What follows belongs to an exercise in optimizing a design on an open flow for small area; a production flow would make more cautious choices. The RTL was checked by simulation tests, not by an equivalence proof against the original design. No driver is modelled on the clock port, so clock power and skew are understated where the tree is cut down; a real chip needs a root buffer or a tree. Power figures rest on the tool's default switching activity, not on a simulated workload.

==> module sorting_system, before the edit <==
module sorting_system(
    input wire clk,
    input wire rst_n,            
    input wire btn_manual_1,
    input wire btn_manual_2,
    input wire sensor_out,
    output wire s0, s1,
    output wire s2, s3,
    output wire led_r, led_g, led_b,
    input wire ir_sensor,
    output wire servo_pwm_1,
    output wire servo_pwm_2,
    output wire led_ir_status
);
    reg [11:0] q;
    wire wrap  = q[11] & q[9] & q[2] & q[1];       
    wire below = ~|q[11:7];                        
    wire q2    = ~|q[11:8] & q[7];                 
    wire eq146 = (q == 12'd212);                   
    always @(posedge clk) begin
        if (rst_n | wrap) q <= 12'd66;
        else              q <= q + 12'd1;
    end
    wire [1:0] color;
    color_core cc (
        .clk(clk), .rst(rst_n), .sensor_out(sensor_out), .wrap(wrap),
        .s2(s2), .s3(s3), .color(color),
        .led_r(led_r), .led_g(led_g), .led_b(led_b)
    );
    assign s0 = 1'b1;
    assign s1 = 1'b1;
    reg ir_s1, ir_s2;
    always @(posedge clk) begin
        if (rst_n) begin
            ir_s1 <= 1'b1;
            ir_s2 <= 1'b1;
        end else begin
            ir_s1 <= ir_sensor;
            ir_s2 <= ir_s1;
        end
    end
    wire ir_edge = ir_s2 & ~ir_s1;
    assign led_ir_status = ~ir_s2;
    servo #(.W(15), .WAIT_END(26252)) sv1 (
        .clk(clk), .rst(rst_n), .btn(btn_manual_1),
        .trig(ir_edge & ~color[1] & color[0]),
        .q7(q[6:0]), .below(below), .q2(q2), .eq146(eq146), .pwm(servo_pwm_1)
    );
    servo #(.W(16), .WAIT_END(50002)) sv2 (
        .clk(clk), .rst(rst_n), .btn(btn_manual_2),
        .trig(ir_edge & color[1] & ~color[0]),
        .q7(q[6:0]), .below(below), .q2(q2), .eq146(eq146), .pwm(servo_pwm_2)
    );
endmodule
==> module color_core, before the edit <==
module color_core(
    input clk, rst, sensor_out, wrap,
    output reg s2, s3,
    output reg [1:0] color,
    output led_r, led_g, led_b
);
    reg sd1, sd2;
    wire edge_ = sd1 & ~sd2;
    reg [10:0] x, m;
    reg [9:0] s;
    reg [1:0] who;     
    reg off;           
    reg on;
    always @(posedge clk) begin
        if (rst) sd1 <= 1'b0;
        else sd1 <= sensor_out;
    end
    always @(posedge clk) sd2 <= sd1;
    wire red_ch = ~s3, blue_ch = ~s2 & s3, green_ch = s2;
    wire sfull = (s == 10'd712);               
    always @(posedge clk) begin
        if (rst | wrap) x <= 11'd0;
        else if (edge_) x <= x + 11'd1;
    end
    always @(posedge clk) begin
        if (rst | (wrap & blue_ch)) s <= 10'd0;
        else if (edge_ & ~wrap & ~sfull) s <= {s[8:0], ~(s[9] ^ s[6])};
    end
    always @(posedge clk) begin
        if (rst) begin s2 <= 1'b0; s3 <= 1'b0; end
        else if (wrap) begin s2 <= ~s2 & s3; s3 <= ~s2; end
    end
    wire gt = x > m;
    wire eq = x == m;
    always @(posedge clk) begin
        if (rst) m <= 11'd0;
        else if (wrap & (green_ch | (red_ch & gt))) m <= x;
    end
    always @(posedge clk) begin
        if (wrap & red_ch) who <= {~gt & ~eq, gt};
        else if (wrap & blue_ch) begin
            if (gt) who <= 2'b11;
            else if (eq) who <= 2'b00;
        end
    end
    always @(posedge clk) if (wrap & blue_ch) off <= ~sfull;
    always @(posedge clk) begin
        if (rst) begin color <= 2'd0; on <= 1'b0; end
        else if (wrap & green_ch) begin
            if (off) on <= 1'b0;
            else if (who != 2'd0) begin color <= who; on <= 1'b1; end
        end
    end
    assign led_r = on & ~color[1] & color[0];
    assign led_g = on & color[1] & ~color[0];
    assign led_b = on & color[1] & color[0];
endmodule
==> module servo, before the edit <==
module servo #(
    parameter W = 16,
    parameter WAIT_END = 50002
)(
    input clk, rst, btn, trig,
    input [6:0] q7,
    input below, q2, eq146,
    output reg pwm
);
    localparam [W-1:0] RET_START = {W{1'b1}} - 84;
    localparam [W-1:0] HOLD_END  = RET_START - 1;
    localparam [W-1:0] MH_START  = RET_START - 30085;
    localparam [W-1:0] NXT  = WAIT_END + 1;            
    localparam [W-1:0] SETM = MH_START & ~NXT;
    localparam [W-1:0] CLRM = ~MH_START & NXT;
    localparam IDLE=2'b00, WAIT=2'b01, MH=2'b11, RET=2'b10;
    reg [1:0] st;
    reg [W-1:0] t;
    wire wait_end = (t & WAIT_END) == WAIT_END;
    wire hold_end = (t & HOLD_END) == HOLD_END;
    wire ret_end  = &t[6:0];
    wire idle = (st == IDLE);
    wire to_mh = (st == WAIT) & wait_end;
    wire [W-1:0] t_inc = t + 1'b1;
    always @(posedge clk) begin
        if (idle) t <= {{(W-1){1'b0}}, btn};
        else if (to_mh) t <= (t_inc | SETM) & ~CLRM;    
        else t <= t_inc;
    end
    always @(posedge clk) begin
        if (rst) begin
            st <= IDLE; pwm <= 1'b0;
        end else begin
            case (st)
                MH:  pwm <= below | (pwm & ~eq146);
                RET: pwm <= below | (q2 & (q7 < ~t[6:0]));
                default: pwm <= below;
            endcase
            case (st)
                IDLE: if (btn | trig) st <= WAIT;
                WAIT: if (wait_end) st <= MH;
                MH:   if (hold_end) st <= RET;
                default: if (ret_end) st <= trig ? WAIT : IDLE;
            endcase
        end
    end
endmodule
export LEC_CHECK = 0
export CAP_MARGIN = 20
export CORE_MARGIN = 2
export CORE_UTILIZATION = 65
export SLEW_MARGIN = 20
create_clock -name core_clock -period 8.0 [get_ports {clk}]
standard.sh (not shown) runs the stock make flow with config.mk's settings and CLKGATE_MAP_FILE= SYNTH_SCRIPT=/design/flow/synth_recipe.tcl, a recipe that flattens the netlist after the stock synthesis.
==> flow/flow/run.sh <==
#!/bin/bash
# Own flow: the standard flow (standard.sh), with
#  - the combinational logic mapped for area (flow/my_synth.tcl); the registers
#    are checked to be the standard synthesis's, else the standard netlist is kept,
#  - port buffers of the smallest buffer cell,
#  - a flat clock tree of a few clock buffers (flow/cts_hook.tcl).
# Each tool's output goes to a log file of its own in this folder.
set -euo pipefail
W=$(pwd)
R=$W/orfs/results/$FLOW_PLATFORM/sorting_system/base

# 1. standard synthesis: the reference for the registers
bash standard.sh synth > $W/std_synth.log 2>&1
cp $R/1_2_yosys.v $W/std_1_2_yosys.v

# 2. the same synthesis mapped for area, in its own work home
sed -e "s#SYNTH_SCRIPT=[^ ]*#SYNTH_SCRIPT=$W/flow/my_synth.tcl#" \
    -e "s#WORK_HOME=[^ ]*#WORK_HOME=$W/orfs_area#" standard.sh > $W/area_synth.sh
if MY_ABC_SCRIPT=$W/flow/my.abc FLOW_SYNTH_TCL=$W/synth_recipe.tcl \
   bash $W/area_synth.sh synth > $W/area_synth.log 2>&1; then
  A=$W/orfs_area/results/$FLOW_PLATFORM/sorting_system/base/1_2_yosys.v
  if python3 $W/flow/regs.py $W/std_1_2_yosys.v $A > $W/regs_check.log 2>&1; then
    cp $A $R/1_2_yosys.v
    echo "using the area synthesis" >> $W/regs_check.log
  fi
fi

# 3. the rest of the standard flow
MY_CLK_GROUPS=${MY_CLK_GROUPS:-5} MY_CLK_BUF=${MY_CLK_BUF:-sky130_fd_sc_hd__clkbuf_8} \
MY_CLK_ROOT=${MY_CLK_ROOT-sky130_fd_sc_hd__clkbuf_2} \
bash standard.sh \
  "BUFFER_PORTS_ARGS=-buffer_cell sky130_fd_sc_hd__buf_1" \
  "PRE_CTS_TCL=$W/flow/cts_hook.tcl" \
  finish > $W/finish.log 2>&1
Other scripts of this flow, unchanged in this note and not shown: flow/flow/cts_hook.tcl, flow/flow/my.abc, flow/flow/my_synth.tcl, flow/flow/regs.py
==> next run, changes <==
--- a/flow/design.v
+++ b/flow/design.v
@@ -14,12 +14,11 @@
     output wire led_ir_status
 );
     reg [11:0] q;
     wire wrap  = q[11] & q[9] & q[2] & q[1];       
     wire below = ~|q[11:7];                        
-    wire q2    = ~|q[11:8] & q[7];                 
-    wire eq146 = (q == 12'd212);                   
+    wire eq146 = q[7] & q[6] & q[4] & q[2];
     always @(posedge clk) begin
         if (rst_n | wrap) q <= 12'd66;
         else              q <= q + 12'd1;
     end
     wire [1:0] color;
@@ -43,16 +42,16 @@
     wire ir_edge = ir_s2 & ~ir_s1;
     assign led_ir_status = ~ir_s2;
     servo #(.W(15), .WAIT_END(26252)) sv1 (
         .clk(clk), .rst(rst_n), .btn(btn_manual_1),
         .trig(ir_edge & ~color[1] & color[0]),
-        .q7(q[6:0]), .below(below), .q2(q2), .eq146(eq146), .pwm(servo_pwm_1)
+        .q7(q[6:0]), .below(below), .eq146(eq146), .pwm(servo_pwm_1)
     );
     servo #(.W(16), .WAIT_END(50002)) sv2 (
         .clk(clk), .rst(rst_n), .btn(btn_manual_2),
         .trig(ir_edge & color[1] & ~color[0]),
-        .q7(q[6:0]), .below(below), .q2(q2), .eq146(eq146), .pwm(servo_pwm_2)
+        .q7(q[6:0]), .below(below), .eq146(eq146), .pwm(servo_pwm_2)
     );
 endmodule
 module color_core(
     input clk, rst, sensor_out, wrap,
     output reg s2, s3,
@@ -73,22 +72,27 @@
     always @(posedge clk) sd2 <= sd1;
     wire red_ch = ~s3, blue_ch = ~s2 & s3, green_ch = s2;
     wire sfull = (s == 10'd712);               
     always @(posedge clk) begin
         if (rst | wrap) x <= 11'd0;
-        else if (edge_) x <= x + 11'd1;
+        else if (edge_) x <= {x[9:0], ~(x[10] ^ x[8])};
+    end
+    reg p;
+    wire eq = x == m;
+    always @(posedge clk) begin
+        if (rst | wrap) p <= 1'b0;
+        else if (edge_ & eq) p <= 1'b1;
     end
     always @(posedge clk) begin
         if (rst | (wrap & blue_ch)) s <= 10'd0;
         else if (edge_ & ~wrap & ~sfull) s <= {s[8:0], ~(s[9] ^ s[6])};
     end
     always @(posedge clk) begin
         if (rst) begin s2 <= 1'b0; s3 <= 1'b0; end
         else if (wrap) begin s2 <= ~s2 & s3; s3 <= ~s2; end
     end
-    wire gt = x > m;
-    wire eq = x == m;
+    wire gt = p;    
     always @(posedge clk) begin
         if (rst) m <= 11'd0;
         else if (wrap & (green_ch | (red_ch & gt))) m <= x;
     end
     always @(posedge clk) begin
@@ -114,11 +118,11 @@
     parameter W = 16,
     parameter WAIT_END = 50002
 )(
     input clk, rst, btn, trig,
     input [6:0] q7,
-    input below, q2, eq146,
+    input below, eq146,
     output reg pwm
 );
     localparam [W-1:0] RET_START = {W{1'b1}} - 84;
     localparam [W-1:0] HOLD_END  = RET_START - 1;
     localparam [W-1:0] MH_START  = RET_START - 30085;
@@ -143,11 +147,11 @@
         if (rst) begin
             st <= IDLE; pwm <= 1'b0;
         end else begin
             case (st)
                 MH:  pwm <= below | (pwm & ~eq146);
-                RET: pwm <= below | (q2 & (q7 < ~t[6:0]));
+                RET: pwm <= below | (pwm & (q7 < ~t[6:0]));
                 default: pwm <= below;
             endcase
             case (st)
                 IDLE: if (btn | trig) st <= WAIT;
                 WAIT: if (wait_end) st <= MH;
The changed run completed without violations.
Routed wire length fell by a few percent.
Via count drops by a few percent.
Global-route usage drops by 0.22 points.
Die area is lower slightly.
Hold slack gains 0.0047 ns.
Total power goes up slightly.
Utilization fell by 0.23 points.
No run of this note takes its clock network from TritonCTS; it comes from the design's own scripts or RTL.

[separate check: timing with driven ports]
In the flow no input, the clock included, has a driving cell. The finished layouts below were timed again as built, in two steps.
Step 1 (the two cells are an assumption about what drives the block):
set clk [get_ports {clk}]
set_driving_cell -lib_cell sky130_fd_sc_hd__clkbuf_16 $clk
set_driving_cell -lib_cell sky130_fd_sc_hd__buf_2 [delete_from_list [all_inputs] $clk]
Step 2 times the ports against the registers' clock, not the clock port: input delays grow and output delays shrink by t, the midpoint of the rising clock arrivals with the driver on.
Three values: ideal ports, drivers, drivers and shift; two values: the first two.
| run | t (ns) | setup slack, ns | hold WS [ns] | worst setup path at the end | cell pins on the clock port's net |
|---|---|---|---|---|---|
| the first run | 0.514 | 4.622 / 4.622 / 4.109 | 0.351 / 0.351 / 0.351 | input to register | 1 |
| the second run | 0.484 | 4.580 / 4.581 / 4.097 | 0.356 / 0.356 / 0.356 | input to register | 1 |
After both steps setup and hold are still met in every run listed. The setup slack of the first run, which loses most, moves by 0.000 ns with the drivers and by -0.513 ns with both steps.
